Context: an optimization exercise on an open-source flow, tuned for small area. The choices shown serve that exercise and are no tape-out recipe. Where RTL was checked, it was by simulation tests only, not by an equivalence proof against the original. Power figures rest on the tool's default switching activity, not on a simulated workload.

==> run a <==
Design game, start of the top module:
module game(
	input clk,
	input [7:0] sw,
	input btnR,
	output [3:0] an,
	output reg [6:0] seg,
	output reg [6:0] timer_seg,
	output timer_anode
);
	reg [3:0] l;
	reg [8:0] h;
	reg T;
	reg [1:0] k;
	reg [5:0] t;
	reg [7:0] ctr;
	reg [7:0] N;
	reg E;
	reg [3:0] S;
	wire l0 = (l == 4'd0);
	wire l9 = l[3] & l[0];                                
	wire wrap = h[8] & h[7] & h[6] & h[5] & h[4] & h[2];   
	wire dtick = l0 & (T == h[0]);
	wire ttick = wrap & ~T;
	wire G = (t == 6'd0);
	always @(posedge clk) begin
		if (btnR) begin
			l <= 0; h <= 0; T <= 0; k <= 0; t <= 6'd40;
			ctr <= 0; N <= 0; E <= 0; S <= 0;
		end else begin
			if (wrap) begin
				l <= 0; h <= 0; T <= ~T;
			end else if (l9) begin
				l <= 0; h <= h + 9'd1;
			end else
				l <= l + 4'd1;
			if (dtick) k <= k + 2'd1;
			if (ttick && !G) t <= t - 6'd1;
			ctr <= ctr + 8'd1;
			if (E) N <= ctr + 8'd1;
			E <= (sw == N);
			if (!G && E) S <= S + 4'd1;
		end
	end
	assign an = ~(4'b1000 >> k);
	assign timer_anode = k[0];
	wire [7:0] M = N[7] ? (~N + 8'd1) : N;
	function [3:0] a3; input [3:0] x; a3 = (x >= 4'd5) ? x + 4'd3 : x; endfunction
	wire [3:0] s1 = a3({1'b0, M[7:5]});
	wire [3:0] s2 = a3({s1[2:0], M[4]});
	wire [3:0] s3 = a3({s2[2:0], M[3]});
	wire [3:0] s4 = a3({s3[2:0], M[2]});
	wire [3:0] s5 = a3({s4[2:0], M[1]});
	wire [3:0] r2 = a3({1'b0, s1[3], s2[3], s3[3]});
	wire [3:0] r3 = a3({r2[2:0], s4[3]});
	wire hd = r3[3];
	wire [3:0] td = {r3[2:0], s5[3]};
	wire [3:0] ud = {s5[2:0], M[0]};
	wire [3:0] tt = (t >= 6'd40) ? 4'd4 : (t >= 6'd30) ? 4'd3 : (t >= 6'd20) ? 4'd2 : (t >= 6'd10) ? 4'd1 : 4'd0;
	wire [5:0] tm = t - tt * 6'd10;
	wire [3:0] tu = tm[3:0];
	reg [3:0] L;
	always @(*) begin
		if (G)
			case (k)
				2'd0: L = 4'd5;
				2'd1: L = 4'd11;
				2'd2: L = S[3] & (S[2] | S[1]) ? 4'd1 : 4'd0;
  ...
==> module game, before the edit <==
module game(
	input clk,
	input [7:0] sw,
	input btnR,
	output [3:0] an,
	output reg [6:0] seg,
	output reg [6:0] timer_seg,
	output timer_anode
);
	reg [3:0] l;
	reg [8:0] h;
	reg T;
	reg [1:0] k;
	reg [5:0] t;
	reg [7:0] ctr;
	reg [7:0] N;
	reg E;
	reg [3:0] S;
	wire l0 = (l == 4'd0);
	wire l9 = l[3] & l[0];                                
	wire wrap = h[8] & h[7] & h[6] & h[5] & h[4] & h[2];   
	wire dtick = l0 & (T == h[0]);
	wire ttick = wrap & ~T;
	wire G = (t == 6'd0);
	always @(posedge clk) begin
		if (btnR) begin
			l <= 0; h <= 0; T <= 0; k <= 0; t <= 6'd40;
			ctr <= 0; N <= 0; E <= 0; S <= 0;
		end else begin
			if (wrap) begin
				l <= 0; h <= 0; T <= ~T;
			end else if (l9) begin
				l <= 0; h <= h + 9'd1;
			end else
				l <= l + 4'd1;
			if (dtick) k <= k + 2'd1;
			if (ttick && !G) t <= t - 6'd1;
			ctr <= ctr + 8'd1;
			if (E) N <= ctr + 8'd1;
			E <= (sw == N);
			if (!G && E) S <= S + 4'd1;
		end
	end
	assign an = ~(4'b1000 >> k);
	assign timer_anode = k[0];
	wire [7:0] M = N[7] ? (~N + 8'd1) : N;
	function [3:0] a3; input [3:0] x; a3 = (x >= 4'd5) ? x + 4'd3 : x; endfunction
	wire [3:0] s1 = a3({1'b0, M[7:5]});
	wire [3:0] s2 = a3({s1[2:0], M[4]});
	wire [3:0] s3 = a3({s2[2:0], M[3]});
	wire [3:0] s4 = a3({s3[2:0], M[2]});
	wire [3:0] s5 = a3({s4[2:0], M[1]});
	wire [3:0] r2 = a3({1'b0, s1[3], s2[3], s3[3]});
	wire [3:0] r3 = a3({r2[2:0], s4[3]});
	wire hd = r3[3];
	wire [3:0] td = {r3[2:0], s5[3]};
	wire [3:0] ud = {s5[2:0], M[0]};
	wire [3:0] tt = (t >= 6'd40) ? 4'd4 : (t >= 6'd30) ? 4'd3 : (t >= 6'd20) ? 4'd2 : (t >= 6'd10) ? 4'd1 : 4'd0;
	wire [5:0] tm = t - tt * 6'd10;
	wire [3:0] tu = tm[3:0];
	reg [3:0] L;
	always @(*) begin
		if (G)
			case (k)
				2'd0: L = 4'd5;
				2'd1: L = 4'd11;
				2'd2: L = S[3] & (S[2] | S[1]) ? 4'd1 : 4'd0;
				default: L = S[3] & (S[2] | S[1]) ? S - 4'd10 : S;
			endcase
		else
			case (k)
				2'd0: L = N[7] ? 4'd10 : 4'd15;
				2'd1: L = {3'b0, hd};
				2'd2: L = td;
				default: L = ud;
			endcase
	end
	always @(*) begin
		case (L)
			4'd0: seg = 7'b0000001;
			4'd1: seg = 7'b1001111;
			4'd2: seg = 7'b0010010;
			4'd3: seg = 7'b0000110;
			4'd4: seg = 7'b1001100;
			4'd5: seg = 7'b0100100;
			4'd6: seg = 7'b0100000;
			4'd7: seg = 7'b0001111;
			4'd8: seg = 7'b0000000;
			4'd9: seg = 7'b0000100;
			4'd10: seg = 7'b1111110;
			4'd11: seg = 7'b1110110;
			default: seg = 7'b1111111;
		endcase
	end
	wire [3:0] TL = k[0] ? tu : tt;
	always @(*) begin
		case (TL)
			4'd0: timer_seg = 7'b0111111;
			4'd1: timer_seg = 7'b0110000;
			4'd2: timer_seg = 7'b1011011;
			4'd3: timer_seg = 7'b1111001;
			4'd4: timer_seg = 7'b1110100;
			4'd5: timer_seg = 7'b1101101;
			4'd6: timer_seg = 7'b1101111;
			4'd7: timer_seg = 7'b0111000;
			4'd8: timer_seg = 7'b1111111;
			4'd9: timer_seg = 7'b1111101;
			4'd10: timer_seg = 7'b1111110;
			default: timer_seg = 7'b0000000;
		endcase
	end
endmodule
Settings: LEC_CHECK=0, ABC_AREA=1, CAP_MARGIN=20, CORE_MARGIN=2, CORE_UTILIZATION=40, SLEW_MARGIN=20; clock period 20.0 ns.
run.sh (not shown) runs the stock make flow with config.mk's settings and CLKGATE_MAP_FILE= SYNTH_SCRIPT=/design/flow/synth_recipe.tcl, a recipe that flattens the netlist after the stock synthesis.
==> run b: changes against run a <==
--- a/flow/design.v
+++ b/flow/design.v
@@ -12,7 +12,8 @@
 	reg [8:0] h;
 	reg T;
 	reg [1:0] k;
-	reg [5:0] t;
+	reg [2:0] tt;    
+	reg [3:0] tu;    
 	reg [7:0] ctr;
 	reg [7:0] N;
 	reg E;
@@ -22,11 +23,17 @@
 	wire wrap = h[8] & h[7] & h[6] & h[5] & h[4] & h[2];   
 	wire dtick = l0 & (T == h[0]);
 	wire ttick = wrap & ~T;
-	wire G = (t == 6'd0);
+	wire G = (tt == 3'd0) & (tu == 4'd0);
+	wire [7:0] ctr_n = btnR ? 8'd0 : ctr + 8'd1;
+	always @(posedge clk) begin
+		ctr <= ctr_n;
+		if (E | btnR) N <= ctr_n;
+		E <= ~btnR & (sw == N);
+	end
 	always @(posedge clk) begin
 		if (btnR) begin
-			l <= 0; h <= 0; T <= 0; k <= 0; t <= 6'd40;
-			ctr <= 0; N <= 0; E <= 0; S <= 0;
+			l <= 0; h <= 0; T <= 0; k <= 0; tt <= 3'd4; tu <= 4'd0;
+			S <= 0;
 		end else begin
 			if (wrap) begin
 				l <= 0; h <= 0; T <= ~T;
@@ -35,17 +42,24 @@
 			end else
 				l <= l + 4'd1;
 			if (dtick) k <= k + 2'd1;
-			if (ttick && !G) t <= t - 6'd1;
-			ctr <= ctr + 8'd1;
-			if (E) N <= ctr + 8'd1;
-			E <= (sw == N);
+			if (ttick && !G) begin
+				if (tu == 4'd0) begin
+					tu <= 4'd9; tt <= tt - 3'd1;
+				end else
+					tu <= tu - 4'd1;
+			end
 			if (!G && E) S <= S + 4'd1;
 		end
 	end
 	assign an = ~(4'b1000 >> k);
 	assign timer_anode = k[0];
 	wire [7:0] M = N[7] ? (~N + 8'd1) : N;
-	function [3:0] a3; input [3:0] x; a3 = (x >= 4'd5) ? x + 4'd3 : x; endfunction
+	function [3:0] a3; input [3:0] x;
+		a3 = {x[3] | x[2]&x[1] | x[2]&x[0],
+		      x[2]&~x[1]&~x[0] | x[3]&x[0],
+		      ~x[2]&x[1] | x[2]&x[1]&x[0] | x[3]&~x[0],
+		      ~x[3]&~x[2]&x[0] | x[2]&x[1]&~x[0] | x[3]&~x[0]};
+	endfunction
 	wire [3:0] s1 = a3({1'b0, M[7:5]});
 	wire [3:0] s2 = a3({s1[2:0], M[4]});
 	wire [3:0] s3 = a3({s2[2:0], M[3]});
@@ -56,9 +70,6 @@
 	wire hd = r3[3];
 	wire [3:0] td = {r3[2:0], s5[3]};
 	wire [3:0] ud = {s5[2:0], M[0]};
-	wire [3:0] tt = (t >= 6'd40) ? 4'd4 : (t >= 6'd30) ? 4'd3 : (t >= 6'd20) ? 4'd2 : (t >= 6'd10) ? 4'd1 : 4'd0;
-	wire [5:0] tm = t - tt * 6'd10;
-	wire [3:0] tu = tm[3:0];
 	reg [3:0] L;
 	always @(*) begin
 		if (G)
@@ -70,7 +81,7 @@
 			endcase
 		else
 			case (k)
-				2'd0: L = N[7] ? 4'd10 : 4'd15;
+				2'd0: L = N[7] ? 4'd15 : 4'd10;
 				2'd1: L = {3'b0, hd};
 				2'd2: L = td;
 				default: L = ud;
@@ -88,12 +99,16 @@
 			4'd7: seg = 7'b0001111;
 			4'd8: seg = 7'b0000000;
 			4'd9: seg = 7'b0000100;
-			4'd10: seg = 7'b1111110;
+			4'd10: seg = 7'b1111111;
 			4'd11: seg = 7'b1110110;
+			4'd12: seg = 7'b1001100;
+			4'd13: seg = 7'b0100100;
+			4'd14: seg = 7'b1111101;
+			4'd15: seg = 7'b1111110;
 			default: seg = 7'b1111111;
 		endcase
 	end
-	wire [3:0] TL = k[0] ? tu : tt;
+	wire [3:0] TL = k[0] ? tu : {1'b0, tt};
 	always @(*) begin
 		case (TL)
 			4'd0: timer_seg = 7'b0111111;
@@ -106,7 +121,6 @@
 			4'd7: timer_seg = 7'b0111000;
 			4'd8: timer_seg = 7'b1111111;
 			4'd9: timer_seg = 7'b1111101;
-			4'd10: timer_seg = 7'b1111110;
 			default: timer_seg = 7'b0000000;
 		endcase
 	end
==> flow/flow/run.sh (new file) <==
#!/bin/bash
# Own layout flow: the standard synthesis, then an area re-mapping of its combinational
# logic (flip-flops untouched), then the standard layout steps with port buffers of the
# smallest buffer cell. Each tool's output goes to a log file in this folder.
set -euo pipefail
R=orfs/results/$FLOW_PLATFORM/game/base
LIB=$FLOW_HOME/platforms/$FLOW_PLATFORM/lib/sky130_fd_sc_hd__tt_025C_1v80.lib
bash standard.sh synth > 1_standard_synth.log 2>&1
cp $R/1_2_yosys.v $R/1_2_yosys_standard.v
sed -e "s|@IN@|$R/1_2_yosys_standard.v|; s|@OUT@|$R/1_2_yosys.v|; s|@ABC@|flow/area.abc|; s|@LIB@|$LIB|g; s|@TOP@|$FLOW_TOP|g" flow/reopt.ys > reopt_run.ys
yosys -s reopt_run.ys > 2_reopt_yosys.log 2>&1
rm -f $R/1_synth.odb
bash standard.sh "BUFFER_PORTS_ARGS=-buffer_cell sky130_fd_sc_hd__buf_1" "CTS_ARGS=-sink_clustering_enable -repair_clock_nets -dont_use_dummy_load -sink_clustering_size 50 -sink_clustering_max_diameter 500 -buf_list sky130_fd_sc_hd__clkbuf_8 -root_buf sky130_fd_sc_hd__clkbuf_8" finish > 3_standard_layout.log 2>&1
==> flow/flow/area.abc (new file) <==
strash
balance -l; resub -K 6 -l; rewrite -l; resub -K 6 -N 2 -l; refactor -l; resub -K 8 -l; balance -l; resub -K 8 -N 2 -l; rewrite -l; resub -K 10 -l; rewrite -z -l; resub -K 10 -N 2 -l; balance -l; resub -K 12 -l; refactor -z -l; resub -K 12 -N 2 -l; rewrite -z -l; balance -l
&get -n
&deepsyn -T 60
&put
balance -l; resub -K 6 -l; rewrite -l; resub -K 6 -N 2 -l; refactor -l; resub -K 8 -l; balance -l; resub -K 8 -N 2 -l; rewrite -l; resub -K 10 -l; rewrite -z -l; resub -K 10 -N 2 -l; balance -l; resub -K 12 -l; refactor -z -l; resub -K 12 -N 2 -l; rewrite -z -l; balance -l
dch -f
amap
topo
==> flow/flow/reopt.ys (new file) <==
# Re-map the combinational logic of the standard synthesis netlist for area.
# The flip-flops (and their instance names) are kept as they are.
read_liberty -ignore_miss_func @LIB@
read_verilog @IN@
hierarchy -top @TOP@
setattr -mod -set keep_hierarchy 1 sky130_fd_sc_hd__dfxtp_1
flatten
rename -hide w:*.*
opt_clean -purge
opt -fast
abc -script @ABC@ -liberty @LIB@ -dont_use *probe* -dont_use *lpflow* -dont_use *clkdly* -dont_use *dlygate* -dont_use *dlymetal*
opt_clean -purge
hilomap -singleton -hicell sky130_fd_sc_hd__conb_1 HI -locell sky130_fd_sc_hd__conb_1 LO
splitnets
opt_clean -purge
select @TOP@
tee -o reopt_stat.txt stat -liberty @LIB@
write_verilog -noattr -selected @OUT@
==> flow/standard.sh (new file) <==
#!/bin/bash
# synth_recipe.tcl (not shown) runs the flow's synth.tcl, then flattens the netlist and writes it again
# the make line also repeats each setting of config.mk as NAME=value (left out here)
make -C /OpenROAD-flow-scripts/flow DESIGN_CONFIG=/design/flow/config.mk WORK_HOME=/design/flow/orfs CLKGATE_MAP_FILE= SYNTH_SCRIPT=/design/flow/synth_recipe.tcl "${@:-finish}"
CORE_UTILIZATION = 65   (was 40)
removed: flow/run.sh
==> run c: changes against run a <==
--- a/flow/design.v
+++ b/flow/design.v
@@ -12,7 +12,8 @@
 	reg [8:0] h;
 	reg T;
 	reg [1:0] k;
-	reg [5:0] t;
+	reg [2:0] tt;    
+	reg [3:0] tu;    
 	reg [7:0] ctr;
 	reg [7:0] N;
 	reg E;
@@ -22,10 +23,10 @@
 	wire wrap = h[8] & h[7] & h[6] & h[5] & h[4] & h[2];   
 	wire dtick = l0 & (T == h[0]);
 	wire ttick = wrap & ~T;
-	wire G = (t == 6'd0);
+	wire G = (tt == 3'd0) & (tu == 4'd0);
 	always @(posedge clk) begin
 		if (btnR) begin
-			l <= 0; h <= 0; T <= 0; k <= 0; t <= 6'd40;
+			l <= 0; h <= 0; T <= 0; k <= 0; tt <= 3'd4; tu <= 4'd0;
 			ctr <= 0; N <= 0; E <= 0; S <= 0;
 		end else begin
 			if (wrap) begin
@@ -35,7 +36,12 @@
 			end else
 				l <= l + 4'd1;
 			if (dtick) k <= k + 2'd1;
-			if (ttick && !G) t <= t - 6'd1;
+			if (ttick && !G) begin
+				if (tu == 4'd0) begin
+					tu <= 4'd9; tt <= tt - 3'd1;
+				end else
+					tu <= tu - 4'd1;
+			end
 			ctr <= ctr + 8'd1;
 			if (E) N <= ctr + 8'd1;
 			E <= (sw == N);
@@ -45,7 +51,12 @@
 	assign an = ~(4'b1000 >> k);
 	assign timer_anode = k[0];
 	wire [7:0] M = N[7] ? (~N + 8'd1) : N;
-	function [3:0] a3; input [3:0] x; a3 = (x >= 4'd5) ? x + 4'd3 : x; endfunction
+	function [3:0] a3; input [3:0] x;
+		a3 = {x[3] | x[2]&x[1] | x[2]&x[0],
+		      x[2]&~x[1]&~x[0] | x[3]&x[0],
+		      ~x[2]&x[1] | x[2]&x[1]&x[0] | x[3]&~x[0],
+		      ~x[3]&~x[2]&x[0] | x[2]&x[1]&~x[0] | x[3]&~x[0]};
+	endfunction
 	wire [3:0] s1 = a3({1'b0, M[7:5]});
 	wire [3:0] s2 = a3({s1[2:0], M[4]});
 	wire [3:0] s3 = a3({s2[2:0], M[3]});
@@ -56,9 +67,6 @@
 	wire hd = r3[3];
 	wire [3:0] td = {r3[2:0], s5[3]};
 	wire [3:0] ud = {s5[2:0], M[0]};
-	wire [3:0] tt = (t >= 6'd40) ? 4'd4 : (t >= 6'd30) ? 4'd3 : (t >= 6'd20) ? 4'd2 : (t >= 6'd10) ? 4'd1 : 4'd0;
-	wire [5:0] tm = t - tt * 6'd10;
-	wire [3:0] tu = tm[3:0];
 	reg [3:0] L;
 	always @(*) begin
 		if (G)
@@ -93,7 +101,7 @@
 			default: seg = 7'b1111111;
 		endcase
 	end
-	wire [3:0] TL = k[0] ? tu : tt;
+	wire [3:0] TL = k[0] ? tu : {1'b0, tt};
 	always @(*) begin
 		case (TL)
 			4'd0: timer_seg = 7'b0111111;
@@ -106,7 +114,6 @@
 			4'd7: timer_seg = 7'b0111000;
 			4'd8: timer_seg = 7'b1111111;
 			4'd9: timer_seg = 7'b1111101;
-			4'd10: timer_seg = 7'b1111110;
 			default: timer_seg = 7'b0000000;
 		endcase
 	end
==> summary of the runs <==
Of run a and run c, run c has the higher clock power (gap about 30%, measured against run c). Between run a and run c, the lower die area is in run c (gap 18%, measured against run c). Between run a and run c, the lower area after synthesis is in run c (gap about 18%, measured against run c). Clock skew: run a is lower than run c (0.00063 ns). Run c went through all stages and came out clean. Run a finished clean. Run b did not get past netlist read-in after synthesis (1_synth). Between run a and run c, the lower worst hold slack is in run a (gap 0.0029 ns). In run a the design area is larger than in run c, by about 15%. Of run a and run c, run a has the higher cell count (gap about 12%, measured against run c). In run c the register-to-register slack is higher than in run a, by 0.21 ns. Of run a and run c, run a has the higher synthesized cell count (gap 14%, measured against run c). Of run c and run a, run c has the higher global-route usage (gap 0.27 points). Against run a, the total power of run c is larger by 11%.
==> figures <==
	run c	run b	run a
Status	complete, no violations	aborted with a tool error	complete, no violations
Last stage reached	-	netlist read-in after synthesis (1_synth)	-
Number of instances in the placed design	618	-	695
Multi-In Gates	356	-	405
Static leakage power	1.718 nW	-	2.102 nW
Clk cell area share	3.265%	-	1.704%
Maximum buffer depth of the clock tree	2	-	2
Internal power of the cells	0.0001660 W	-	0.0001462 W
Startpoint class of the critical path	register	-	register
Clock power frac	29.8%	-	22.7%
Placed wire-length estimate	5192 um	-	6199 um
Worst voltage drop across the vdd grid	0.04508 mV	-	0.03063 mV
Total routed wirelength	6460 um	-	7549 um
Power dissipated by switching net loads	0.00007090 W	-	0.00006813 W
Clock Sinks	44	-	43
Antenna violations before repair	0	-	0
End-of-flow core utilization	48.11%	-	46.31%
Routed metal-1 wirelength	3187 um	-	3547 um
Crit path kind	register to output port	-	register to output port
Cell taking the most area after synthesis	dfxtp_1	-	dfxtp_1
Final count of pins violating max slew	0	-	0
Most Frequent Cell on Critical Path	nand2_1	-	nand2_1
Count of nets left with antenna violations after detail routing	0	-	0
Cell at the slowest stage of the critical path	clkdlybuf4s50_1	-	clkdlybuf4s50_1
For run a and run b, only the layout was checked, not whether the RTL still works.

-- port drivers added, routing unchanged --
The results above use ideal ports. As a check the final layouts listed here were re-extracted and re-timed, cells and wires unchanged. Step 1 sets driving cells, clkbuf_16 on the clock port and buf_2 on the other inputs (assumed; they add their load-dependent delay and slew). Step 2 moves the port delays by t, midway between the first and last clock arrival at a register: inputs arrive t later, outputs are due t later. That takes back most of the time a late clock gives input paths. a / b / c = no drivers / after step 1 / after step 2; a / b = the first two.
run	shift t [ns]	slack for setup (ns)	hold slack, ns	worst setup path at the end	latest minus earliest clock arrival (ns)
run a	0.309	9.868 / 9.840 / 10.149	0.475 / 0.475 / 0.475	register to output	0.005 / 0.006
run c	0.316	12.185 / 12.160 / 12.476	0.478 / 0.478 / 0.478	register to output	0.006 / 0.006
After both steps every run listed still meets setup and hold.
